Source: an optimization exercise on an open RTL-to-GDS flow (aim: small area and a short achievable clock period). Production flows keep margins and buffers that such runs may drop.
RTL that was checked went through simulation tests only; none was proved equivalent to the original.

lane 1:
==> flow/design.v (excerpt) <==
module systolic_array_os #(
    DATA_WIDTH = 16,
    ACC_WIDTH = 64
    )(
    input logic clk,
    input logic rstn,
    input logic acc_en,
    input logic signed [DATA_WIDTH-1:0] data_0_i,
    input logic signed [DATA_WIDTH-1:0] data_1_i,
    input logic signed [DATA_WIDTH-1:0] data_2_i,
    input logic signed [DATA_WIDTH-1:0] data_3_i,
    input logic signed [DATA_WIDTH-1:0] weight_0_i,
    input logic signed [DATA_WIDTH-1:0] weight_1_i,
    input logic signed [DATA_WIDTH-1:0] weight_2_i,
    input logic signed [DATA_WIDTH-1:0] weight_3_i,
    output logic signed [ACC_WIDTH-1:0] acc_res_pe0_o,
    output logic signed [ACC_WIDTH-1:0] acc_res_pe1_o,
    output logic signed [ACC_WIDTH-1:0] acc_res_pe2_o,
    output logic signed [ACC_WIDTH-1:0] acc_res_pe3_o,
    output logic signed [ACC_WIDTH-1:0] acc_res_pe4_o,
    output logic signed [ACC_WIDTH-1:0] acc_res_pe5_o,
    output logic signed [ACC_WIDTH-1:0] acc_res_pe6_o,
    output logic signed [ACC_WIDTH-1:0] acc_res_pe7_o,
    output logic signed [ACC_WIDTH-1:0] acc_res_pe8_o,
    output logic signed [ACC_WIDTH-1:0] acc_res_pe9_o,
    output logic signed [ACC_WIDTH-1:0] acc_res_pe10_o,
    output logic signed [ACC_WIDTH-1:0] acc_res_pe11_o,
    output logic signed [ACC_WIDTH-1:0] acc_res_pe12_o,
    output logic signed [ACC_WIDTH-1:0] acc_res_pe13_o,
    output logic signed [ACC_WIDTH-1:0] acc_res_pe14_o,
    output logic signed [ACC_WIDTH-1:0] acc_res_pe15_o
    );
Size in the first run: roughly 1300 flip-flops, roughly 1200 I/O pins, roughly 180000 sq um of cells after synthesis.
Settings: LEC_CHECK=0, CAP_MARGIN=20, CORE_MARGIN=2, CORE_UTILIZATION=40, SETUP_SLACK_MARGIN=4.0, SLEW_MARGIN=20; clock period 10.0 ns.
standard.sh (not shown) runs the stock make flow with config.mk's settings and CLKGATE_MAP_FILE= SYNTH_SCRIPT=/design/flow/synth_recipe.tcl, a recipe that flattens the netlist after the stock synthesis.
==> flow/flow/run.sh <==
#!/bin/bash
# Layout flow: the standard flow, except that synthesis skips the quick
# ABC pass inside Yosys's "synth" command (synth -noabc).  That pass remaps the
# full adders the RTL spells out gate by gate; without it extract_fa finds them
# as written, with no inverters between them.  Everything else (the rest of
# ORFS's synthesis script, synth_recipe.tcl's flatten and renaming, and the
# layout steps) is the standard flow's own.
set -euo pipefail
sed 's/yosys synth -nofsm -noshare /yosys synth -nofsm -noshare -noabc /' synth_recipe.tcl > noabc_synth.tcl
grep -q -- '-noabc' noabc_synth.tcl
sed "s#SYNTH_SCRIPT=[^ ]*#SYNTH_SCRIPT=$PWD/noabc_synth.tcl#" standard.sh > noabc_standard.sh
grep -q 'noabc_synth.tcl' noabc_standard.sh
bash noabc_standard.sh synth > synth.log 2>&1
bash standard.sh > layout.log 2>&1
Lane 1: done, clean on timing, DRC and antenna
Input changes introduced in lane 2 (baseline for comparison: lane 1):
# lane 1
export LEC_CHECK = 0
export CAP_MARGIN = 20
export CORE_MARGIN = 2
export CORE_UTILIZATION = 40
export SETUP_SLACK_MARGIN = 4.0
export SLEW_MARGIN = 20
create_clock -name core_clock -period 10.0 [get_ports {clk}]
# lane 2
export LEC_CHECK = 0
export CAP_MARGIN = 20
export CORE_MARGIN = 2
export CORE_UTILIZATION = 60
export SETUP_SLACK_MARGIN = 4.0
export SLEW_MARGIN = 20
create_clock -name core_clock -period 10.0 [get_ports {clk}]
==> run notes <==
Taking lane 1 as the reference point, the clock buffer count from CTS of lane 2 falls by 7.7%. In the reports for lane 1 and lane 2, the larger synthesis-to-finish area growth belongs to lane 1. Changes observed in lane 2 relative to lane 1: hold slack saw an increase; number of placed instances with taps included shows a reduction of 1975; register-to-register slack picked up an extra 0.05 ns.
Function was not checked in any run of this note: the RTL went through the layout flow alone.

job 6833:
systolic_array_os, a different RTL version from the one above (not shown whole).
For scale: ~17000 cells after synthesis, ~1500 flip-flops, roughly 1200 I/O pins.
Design systolic_array_os, start of the top module:
module systolic_array_os #(
    DATA_WIDTH = 16,
    ACC_WIDTH = 64
    )(
    input logic clk,
    input logic rstn,
    input logic acc_en,
    input logic signed [DATA_WIDTH-1:0] data_0_i,
    input logic signed [DATA_WIDTH-1:0] data_1_i,
    input logic signed [DATA_WIDTH-1:0] data_2_i,
    input logic signed [DATA_WIDTH-1:0] data_3_i,
    input logic signed [DATA_WIDTH-1:0] weight_0_i,
    input logic signed [DATA_WIDTH-1:0] weight_1_i,
    input logic signed [DATA_WIDTH-1:0] weight_2_i,
    input logic signed [DATA_WIDTH-1:0] weight_3_i,
    output logic signed [ACC_WIDTH-1:0] acc_res_pe0_o,
    output logic signed [ACC_WIDTH-1:0] acc_res_pe1_o,
    output logic signed [ACC_WIDTH-1:0] acc_res_pe2_o,
    output logic signed [ACC_WIDTH-1:0] acc_res_pe3_o,
    output logic signed [ACC_WIDTH-1:0] acc_res_pe4_o,
    output logic signed [ACC_WIDTH-1:0] acc_res_pe5_o,
    output logic signed [ACC_WIDTH-1:0] acc_res_pe6_o,
    output logic signed [ACC_WIDTH-1:0] acc_res_pe7_o,
    output logic signed [ACC_WIDTH-1:0] acc_res_pe8_o,
    output logic signed [ACC_WIDTH-1:0] acc_res_pe9_o,
    output logic signed [ACC_WIDTH-1:0] acc_res_pe10_o,
    output logic signed [ACC_WIDTH-1:0] acc_res_pe11_o,
    output logic signed [ACC_WIDTH-1:0] acc_res_pe12_o,
    output logic signed [ACC_WIDTH-1:0] acc_res_pe13_o,
    output logic signed [ACC_WIDTH-1:0] acc_res_pe14_o,
    output logic signed [ACC_WIDTH-1:0] acc_res_pe15_o
    );
export LEC_CHECK = 0
export CAP_MARGIN = 20
export CORE_MARGIN = 2
export CORE_UTILIZATION = 40
export SETUP_SLACK_MARGIN = 4.3
export SLEW_MARGIN = 20
create_clock -name core_clock -period 10.0 [get_ports {clk}]
==> flow/flow/run.sh <==
#!/bin/bash
# Layout flow: the standard flow (standard.sh) with these changes.
#  1. Synthesis maps the RTL's one-bit adder modules (fa_x, ha_x) straight
#     onto the library's full and half adder cells (fa_map.v), before Yosys's
#     "synth" runs, and skips the quick ABC pass inside "synth" (-noabc).
#     The compressor trees then come out exactly as the RTL writes them, and
#     extract_fa only looks for further full adders (-fa): the half adders
#     are all written out, and the ones it would find are parts of other
#     logic that it could only build with inverters around them.
#  3. Every input and output port still gets its own buffer, but a plain
#     buffer cell (BUF_CELL) rather than the delay buffer buffer_ports picks
#     by itself; timing repair resizes them as needed.
# Each tool's output goes to synth.log and layout.log here (and ORFS's own
# logs under orfs/logs).
set -euo pipefail
BUF_CELL=sky130_fd_sc_hd__buf_1
HERE=$PWD
cp flow/abc.script abc.script
cp flow/fa_map.v fa_map.v
{
  echo 'proc synth {args} {'
  echo '  if {[lsearch -exact $args ":fine"] >= 0 && ![info exists ::adders_mapped]} {'
  echo '    set ::adders_mapped 1'
  echo "    yosys techmap -map $HERE/fa_map.v"
  echo '  }'
  echo '  yosys synth -nofsm -noshare -noabc {*}$args'
  echo '}'
  echo 'proc extract_fa {args} { yosys extract_fa -fa {*}$args }'
  echo 'proc abc {args} {'
  echo '  set i [lsearch -exact $args -script]'
  echo "  if {\$i >= 0} { set args [lreplace \$args \$i [expr {\$i+1}] -script $HERE/abc.script] }"
  echo '  yosys abc {*}$args'
  echo '}'
  tail -n +2 synth_recipe.tcl
} > my_synth.tcl
head -1 synth_recipe.tcl | grep -q 'proc synth'
sed "s#SYNTH_SCRIPT=[^ ]*#SYNTH_SCRIPT=$HERE/my_synth.tcl#" standard.sh > my_standard.sh
grep -q 'my_synth.tcl' my_standard.sh
bash my_standard.sh synth > synth.log 2>&1
export BUFFER_PORTS_ARGS="-buffer_cell $BUF_CELL"
bash standard.sh > layout.log 2>&1
==> flow/flow/abc.script <==
strash
dch
map -D 1500
topo
stime -c
buffer -c
upsize -c
dnsize -c
==> flow/flow/fa_map.v <==
// Maps the RTL's one-bit adders (fa_x, ha_x) onto the library's adder cells.
module fa_x (input a, input b, input c, output s, output co);
  sky130_fd_sc_hd__fa_1 _TECHMAP_REPLACE_ (.A(a), .B(b), .CIN(c), .SUM(s), .COUT(co));
endmodule

module ha_x (input a, input b, output s, output co);
  sky130_fd_sc_hd__ha_1 _TECHMAP_REPLACE_ (.A(a), .B(b), .SUM(s), .COUT(co));
endmodule
For job 8736, these inputs were changed with respect to job 6833:
- an added CTS_CLUSTER_SIZE of 24
- a change of SETUP_SLACK_MARGIN from 4.3 to 4.9
- an added CTS_CLUSTER_DIAMETER of 120
## What came out
- Compared with job 6833, job 8736 shows worst hold-check slack higher by 0.030 ns.
- Reported for job 8736 and job 6833, number of cells on the worst hold path turned out identical to the last digit.
- The higher final non-filler cell area came out of job 8736.
- Summary of the comparison: critical path depth is lower in job 8736, relative to job 6833.
- Job 8736 vs job 6833 — global-route usage rose 0.82 points.
- Comparing job 8736 and job 6833, the lower initial DRC count is on job 6833.
- Post-synthesis to final-layout area growth, job 8736 and job 6833, lower one = job 6833.
- Compared with job 6833, job 8736 shows slack of the critical path higher by 0.039 ns.
#### Input delta (job 2977 over job 8736)
- a change of SETUP_SLACK_MARGIN from 4.9 to 4.65
-- flow/flow/abc.script --
<<< job 8736, line 3
map -D 1500
>>> job 2977, line 3
map -D 1200
Notes after the runs:
Going from job 8736 to job 2977, the share of the clock period used by the worst path was found to have gone down by 1.7 points.
Global-route usage: higher on job 8736
Higher number of non-filler instances in the completed layout among job 8736 and job 2977: job 8736
> inputs changed (job 2977 -> job 3618)
- an added PLACE_DENSITY of 0.7
- an added GPL_ROUTABILITY_DRIVEN of 0
- a change of SETUP_SLACK_MARGIN from 4.65 to 4.5
-- flow/flow/abc.script --
<<< job 2977, line 3
map -D 1200
>>> job 3618, line 3
map -D 1500
Findings:
Relative slew slack, job 2977 and job 3618: smaller value in job 3618
pe_10.w_o[0]$_DFFE_PP_ as the critical path launch point was reported by job 3618, and u_mac_2.p_r[14]$_DFFE_PN0P_ by job 2977.
Going from job 2977 to job 3618, final setup slack of the worst path shrinks by 0.33 ns.
Average instance area after synthesis: job 3618 > job 2977
Summary: with job 2977 as the reference, total detailed-routing wirelength in job 3618 moved down by a few percent.
Delta (job 3618 minus job 2977): number of cells in the finished layout apart from fillers has decreased; first-pass GRT wire length has decreased; cell area after placement has decreased.
diff inputs: job 3618 => job 5052
- removing PLACE_DENSITY (formerly 0.7)
- removing GPL_ROUTABILITY_DRIVEN (formerly 0)
## What came out
- Comparing job 5052 and job 3618, the lower signal arrival time at the worst endpoint was measured on job 5052.
- Looking at job 5052 and job 3618, the sequential share of cell area is a wash.
- When job 5052 is set beside job 3618, its utilization turns out to be 0.25 points smaller.
- Last element of the critical path = u_mac_7.acc_r[47]$_DFFE_PN0P_: job 5052; last element of the critical path = u_mac_14.acc_r[38]$_DFFE_PN0P_: job 3618
- Diff job 3618 -> job 5052 | clock-buffer cell count | down by a few percent
- Compared with job 3618, job 5052 shows a higher worst hold slack.
- Each of the runs, namely job 5052 and job 3618, reached the end of the flow and came out clean.
Setup changes, job 5052 to job 4251
==> flow/flow/abc.script <==
strash
dch
map -D 1500
topo
stime -c
--- outcome ---
Job 4251 finished every step from synthesis to the final layout, and the layout passed the timing, design-rule and antenna checks. Ratio of final minimum period to clock period sits higher in job 4251 than in job 5052. Against job 5052, job 4251 reports a fraction of area in registers that is lower. On average vias per placed instance: between job 4251 and job 5052, it ends up higher for job 4251. Looking at job 4251 and job 5052, the total congestion overflow after global routing is a wash. Clock latency on the worst-skew pair in job 4251 is 0.03 ns higher than in job 5052. Diff job 5052 -> job 4251 | global-route usage | increase of 0.83 points. Routed wire in job 4251 totals less than in job 5052. As of job 4251, cell area had risen slightly compared to job 5052. Job 4251 has detailed-route wire length per cell below what job 5052 had.

Starting RTL as in the previous note.
Settings: LEC_CHECK=0, CAP_MARGIN=20, CORE_MARGIN=2, CORE_UTILIZATION=40, SETUP_SLACK_MARGIN=4.0, SLEW_MARGIN=20; clock period 10.0 ns.
==> flow/flow/abc.script <==
strash
dch
map -D 1500
topo
stime -c
buffer -c
upsize -c
dnsize -c
Scripts as last shown in full above: flow/flow/run.sh, flow/flow/fa_map.v
The first run passed the timing, design-rule and antenna checks.
Then changed:
CTS_CLUSTER_DIAMETER = 120   (was not set)
CTS_CLUSTER_SIZE = 24   (was not set)
What happened:
- design area drops slightly
- global-route usage is lower by 0.19 points
- cell count drops slightly
- setup slack is worse by 0.0094 ns
- sequential share of layout area goes up by 0.41 points
Then changed:
==> flow/flow/abc.script (replaced) <==
strash
dch
map -D 1200
topo
stime -c
buffer -c
upsize -c
dnsize -c
CTS_CLUSTER_DIAMETER = 100   (was 120)
CTS_CLUSTER_SIZE = 30   (was 24)
SETUP_SLACK_MARGIN = 4.5   (was 4.0)
=>
- The new run passed the timing, design-rule and antenna checks
- cell count is higher by about 2.4%
- clock skew fell by 0.026 ns
- sequential cell count is unchanged
- utilization goes up by 0.85 points
- design area is higher by 3.3%
- worst setup slack gains 0.35 ns
- hold slack gets better by 0.028 ns
- routed wire length came out higher by 5.1%
- clock-buffer cell count came out higher by 5
Then changed:
CTS_CLUSTER_DIAMETER = 120   (was 100)
CTS_CLUSTER_SIZE = 24   (was 30)
Effect:
- The changed run ran to the end with no violations
- area after synthesis does not change
- worst hold slack barely changes
- routed wire length stays flat

systolic_array_os, a different RTL version from the one above (not shown whole).
For scale: ~17000 cells after synthesis, ~1500 flip-flops, ~1200 I/O pins, ~170000 µm² of cells after synthesis.
clock: 10.0 ns
lec_check: 0
cap_margin: 20
core_margin: 2
core_utilization: 40
cts_cluster_diameter: 120
cts_cluster_size: 24
setup_slack_margin: 4.4
slew_margin: 20
==> flow/flow/abc.script <==
strash
dch
map -D 1200
topo
stime -c
buffer -c
upsize -c
dnsize -c
Scripts as last shown in full above: flow/flow/run.sh, flow/flow/fa_map.v
Rerun with:
CTS_CLUSTER_DIAMETER = 100   (was 120)
CTS_CLUSTER_SIZE = 30   (was 24)
SETUP_SLACK_MARGIN = 4.5   (was 4.4)
Setup slack is better by 0.032 ns.
Die area stays the same.
Utilization is higher by 1.2 points.
Area after synthesis does not change.
Hold slack is worse by 0.015 ns.
Design area is higher by 2.6%.
Rerun with:
CTS_CLUSTER_DIAMETER = 120   (was 100)
CTS_CLUSTER_SIZE = 24   (was 30)
TNS_END_PERCENT = 30   (was default)
Outcome:
- The new run passed the timing, design-rule and antenna checks
- non-clock buffer count drops by 126
- routed wire length went down by 1.4%
Rerun with:
==> flow/flow/abc.script (replaced) <==
strash
dch
map -D 1000
topo
stime -c
buffer -c
upsize -c
dnsize -c
TNS_END_PERCENT = default   (was 30)
Effect: The new run finished with timing, DRC and antenna clean. Synthesized cell count is higher by 5.8%. Die area is higher by 2.6%. Final area is higher by 2.3%. Final cell count is higher by 5.1%. Clock-buffer cell count is higher by 3. Worst setup slack improved by 0.084 ns. Non-clock buffer count is higher by 44. Core utilization is lower by 0.11 points. Routed wire length stays flat. Area after synthesis is higher by 2.6%.
Rerun with:
==> flow/flow/abc.script (replaced) <==
strash
dch
map -D 1200
topo
stime -c
buffer -c
upsize -c
dnsize -c
CORE_UTILIZATION = 55   (was 40)
After rerunning:
- The new run finished clean
- register-to-register slack gets worse by 0.05 ns
- wire length fell by 5.9%
- first-iteration DRC count falls by about 1.3%
- synthesized area drops by about 2.5%
- final area is lower by about 3%
- die area goes down by about 30%
- global-route usage rose by 8.9 points

-- static timing again, ports no longer ideal --
How much do the figures lean on ideal ports? The routed layouts below were timed once more, with nothing changed but the port constraints.
Step 1 (the two cells are an assumption about what drives the block):
set clk [get_ports {clk}]
set_driving_cell -lib_cell sky130_fd_sc_hd__clkbuf_16 $clk
set_driving_cell -lib_cell sky130_fd_sc_hd__buf_2 [delete_from_list [all_inputs] $clk]
Step 2 also shifts input and output timing later by t, the mid clock arrival at the registers, as if the neighbouring blocks saw the same clock.
Three values: ideal, step 1, step 2; two values: the first two.
run | shift t [ns] | slack for setup (ns) | worst setup path at the end | clock arrival spread, ns
lane 1 | 1.024 | 3.405 / 3.307 / 2.376 | input to register | 0.119 / 0.118
lane 2 | 1.010 | 3.279 / 3.156 / 2.813 | input to register | 0.073 / 0.074
job 6833 | 1.031 | 4.336 / 4.236 / 3.378 | input to register | 0.100 / 0.100
job 8736 | 1.009 | 4.375 / 4.259 / 3.905 | input to register | 0.117 / 0.118
job 2977 | 0.996 | 4.542 / 4.432 / 3.743 | input to register | 0.089 / 0.088
job 3618 | 1.006 | 4.214 / 4.214 / 3.478 | input to register | 0.091 / 0.091
job 5052 | 1.019 | 4.481 / 4.385 / 3.523 | input to register | 0.091 / 0.092
job 4251 | 1.024 | 4.381 / 4.269 / 3.431 | input to register | 0.094 / 0.094
the first run of note 3 | 1.024 | 4.176 / 4.058 / 3.269 | input to register | 0.073 / 0.073
the second run of note 3 | 1.014 | 4.166 / 4.048 / 3.301 | input to register | 0.094 / 0.094
the third run of note 3 | 1.040 | 4.514 / 4.482 / 3.519 | input to register | 0.089 / 0.088
the fourth run of note 3 | 1.014 | 4.490 / 4.416 / 3.550 | input to register | 0.074 / 0.075
the first run of note 4 | 1.018 | 4.460 / 4.343 / 3.546 | input to register | 0.068 / 0.068
the second run of note 4 | 1.040 | 4.492 / 4.458 / 3.619 | input to register | 0.109 / 0.109
the third run of note 4 | 1.009 | 4.467 / 4.397 / 3.518 | input to register | 0.096 / 0.096
the fourth run of note 4 | 1.008 | 4.551 / 4.480 / 3.541 | input to register | 0.085 / 0.085
the fifth run of note 4 | 1.008 | 4.547 / 4.460 / 3.638 | input to register | 0.081 / 0.081
After both steps setup and hold are still met in every run listed. The setup slack of lane 1, which loses most, moves by -0.098 ns with the drivers and by -1.029 ns with both steps.
